Context: an optimization exercise on an open-source flow, tuned for small area and a short achievable clock period. The choices shown serve that exercise and are no tape-out recipe.
The RTL was checked by simulation tests, not by an equivalence proof against the original design.
Power is estimated from default activity; no workload was simulated.

// ACC_CPU_32BITS
module ACC_CPU_32BITS(
	input button_clock_in,
	input [16:0] Input,
	output wire [0:27] Output7Segments,
	input clock,
	output wire WaitingInput,
	input reset_in,
	output wire Negative,
	output wire [0:20] OutputPC,
	output wire [14:0] mem_addr,
	output wire [31:0] mem_wdata,
	output wire mem_we,
	input [31:0] mem_rdata
	);
	localparam [63:0] M_DEF  = 64'h04ff01009efddff7;  
	localparam [63:0] M_MULC = 64'h00001e0000002008;  
	localparam [63:0] M_AY   = 64'h0051000000000001;  
	localparam [63:0] M_AX   = 64'h00a2000082000100;  
	localparam [63:0] M_ASP  = 64'h0000000004000000;  
	localparam [63:0] M_AAUX = 64'h0000000000010000;  
	localparam [63:0] M_ASR3 = 64'h0400000000000000;  
	localparam [63:0] M_AZ   = 64'h0000010018fc0000;  
	localparam [63:0] M_BM   = 64'h0000150018a894a5;  
	localparam [63:0] M_BI   = 64'h00000a0000546a5a;  
	localparam [63:0] M_BZ   = 64'h040f000006010100;  
	localparam [63:0] M_SUB  = 64'h00c0000080000607;
	localparam [63:0] M_AND  = 64'h0000000000000030;
	localparam [63:0] M_OR   = 64'h0000000000001800;
	localparam [63:0] M_XOR  = 64'h000000000000c000;
	localparam [63:0] M_FLAGS= 64'h0000000000000007;  
	localparam [63:0] M_DACC = 64'h0003000010c0def0;
	localparam [63:0] M_DX   = 64'h00a8000084310000;
	localparam [63:0] M_DY   = 64'h04540000000c0000;
	localparam [63:0] M_PUSH = 64'h0000000560000000;
	localparam [63:0] M_PULL = 64'h0000010218000000;
	localparam [63:0] M_TO4  = 64'h00000107f8000000;  
  ...
For scale: about 490 flip-flops, roughly 150 I/O pins, about 40000 um2 of cells after synthesis.
export LEC_CHECK = 0
export CAP_MARGIN = 20
export CORE_MARGIN = 2
export CORE_UTILIZATION = 40
export CTS_CLUSTER_DIAMETER = 100
export CTS_CLUSTER_SIZE = 18
export SLEW_MARGIN = 20
export SYNTH_HIERARCHICAL = 1
export SYNTH_MINIMUM_KEEP_SIZE = 0
create_clock -name core_clock -period 105.0 [get_ports {clock}]
standard.sh (not shown) runs the stock make flow with config.mk's settings and CLKGATE_MAP_FILE= SYNTH_SCRIPT=/design/flow/synth_recipe.tcl, a recipe that flattens the netlist after the stock synthesis.
==> flow/flow/run.sh <==
#!/bin/bash
# Layout flow: the standard flow (standard.sh: ORFS synthesis through
# finish), with the port buffers that ORFS inserts at global placement made
# sky130_fd_sc_hd__buf_2 cells instead of the cell buffer_ports picks by
# default.  Every port still gets its own buffer.  The ORFS logs stay under
# orfs/logs; the output of the make run goes to standard.log.
set -euo pipefail
cd "$(dirname "$0")/.."
bash standard.sh "BUFFER_PORTS_ARGS=-buffer_cell sky130_fd_sc_hd__buf_2" finish > standard.log 2>&1
Edit:
- ABC_AREA: unset -> 1
- CORE_UTILIZATION: 40 -> 60
The changed run produced a clean layout. Utilization rises by 21 points. Cell area goes down slightly. Cell count grows by a few percent.
Edit:
- CORE_UTILIZATION: 60 -> 40
After rerunning: Global-route usage falls by 12 points; total power rises by 2.2%; sequential power barely changes; final cell count rises by 6.7%; routed wire length rises by 9.2%; via count falls by 1.3%.
Edit:
- CORE_UTILIZATION: 40 -> 50
- PLACE_DENSITY: unset -> 0.75
After rerunning:
- sequential power hardly moves
- worst setup slack got worse by 0.21 ns
- first-iteration DRC count rises by 6.0%
- sequential cell count does not change
- hold slack got worse by 0.014 ns
- cell area falls by about 0.9%
- sequential share of layout area rises by 0.22 points
- clock-buffer cell count rises by 1
- synthesized area does not change
- global-route usage rises by 5.8 points
Edit:
==> flow/run.sh (new file) <==
#!/bin/bash
# synth_recipe.tcl (not shown) runs the flow's synth.tcl, then flattens the netlist and writes it again
# the make line also repeats each setting of config.mk as NAME=value (left out here)
make -C /OpenROAD-flow-scripts/flow DESIGN_CONFIG=/design/flow/config.mk WORK_HOME=/design/flow/orfs CLKGATE_MAP_FILE= SYNTH_SCRIPT=/design/flow/synth_recipe.tcl finish
- ABC_AREA: 1 -> unset
- CORE_UTILIZATION: 50 -> 40
- PLACE_DENSITY: 0.75 -> unset
removed: flow/flow/run.sh
removed: flow/standard.sh
After rerunning: The changed run completed without violations; routed wire length came out higher slightly; final area came out higher by a few percent; non-clock buffer count came out higher by 44; power came out lower slightly; core utilization came out lower by 9.5 points.

separate check: timing with driven ports:
The flow's constraints put no driver on any port. The routed layouts listed below were extracted and timed again, unchanged, in two steps.
Step 1 sets driving cells, clkbuf_16 on the clock port and buf_2 on the other inputs (assumed; they add their load-dependent delay and slew).
Step 2 adds t to the input delays and takes it off the output delays; t is the mean of the earliest and latest rising clock arrival at the registers after step 1. Input paths then give back, and output paths get back, about the clock's delay inside the block.
a / b / c = ideal / step 1 / step 2; a / b = the first two.
| run | shift t [ns] | slack for setup (ns) | worst setup path at the end |
|---|---|---|---|
| the first run | 0.669 | 82.422 / 82.467 / 81.798 | input to register |
| the second run | 0.668 | 82.541 / 82.587 / 81.919 | input to register |
| the third run | 0.728 | 82.774 / 82.699 / 82.245 | input to register |
| the fourth run | 0.677 | 82.564 / 82.613 / 81.936 | input to register |
| the fifth run | 0.683 | 81.973 / 82.024 / 81.341 | input to register |
After both steps every run listed still meets setup and hold. For the fifth run, which loses most, drivers alone change the setup slack by +0.051 ns; drivers and shift together by -0.632 ns.
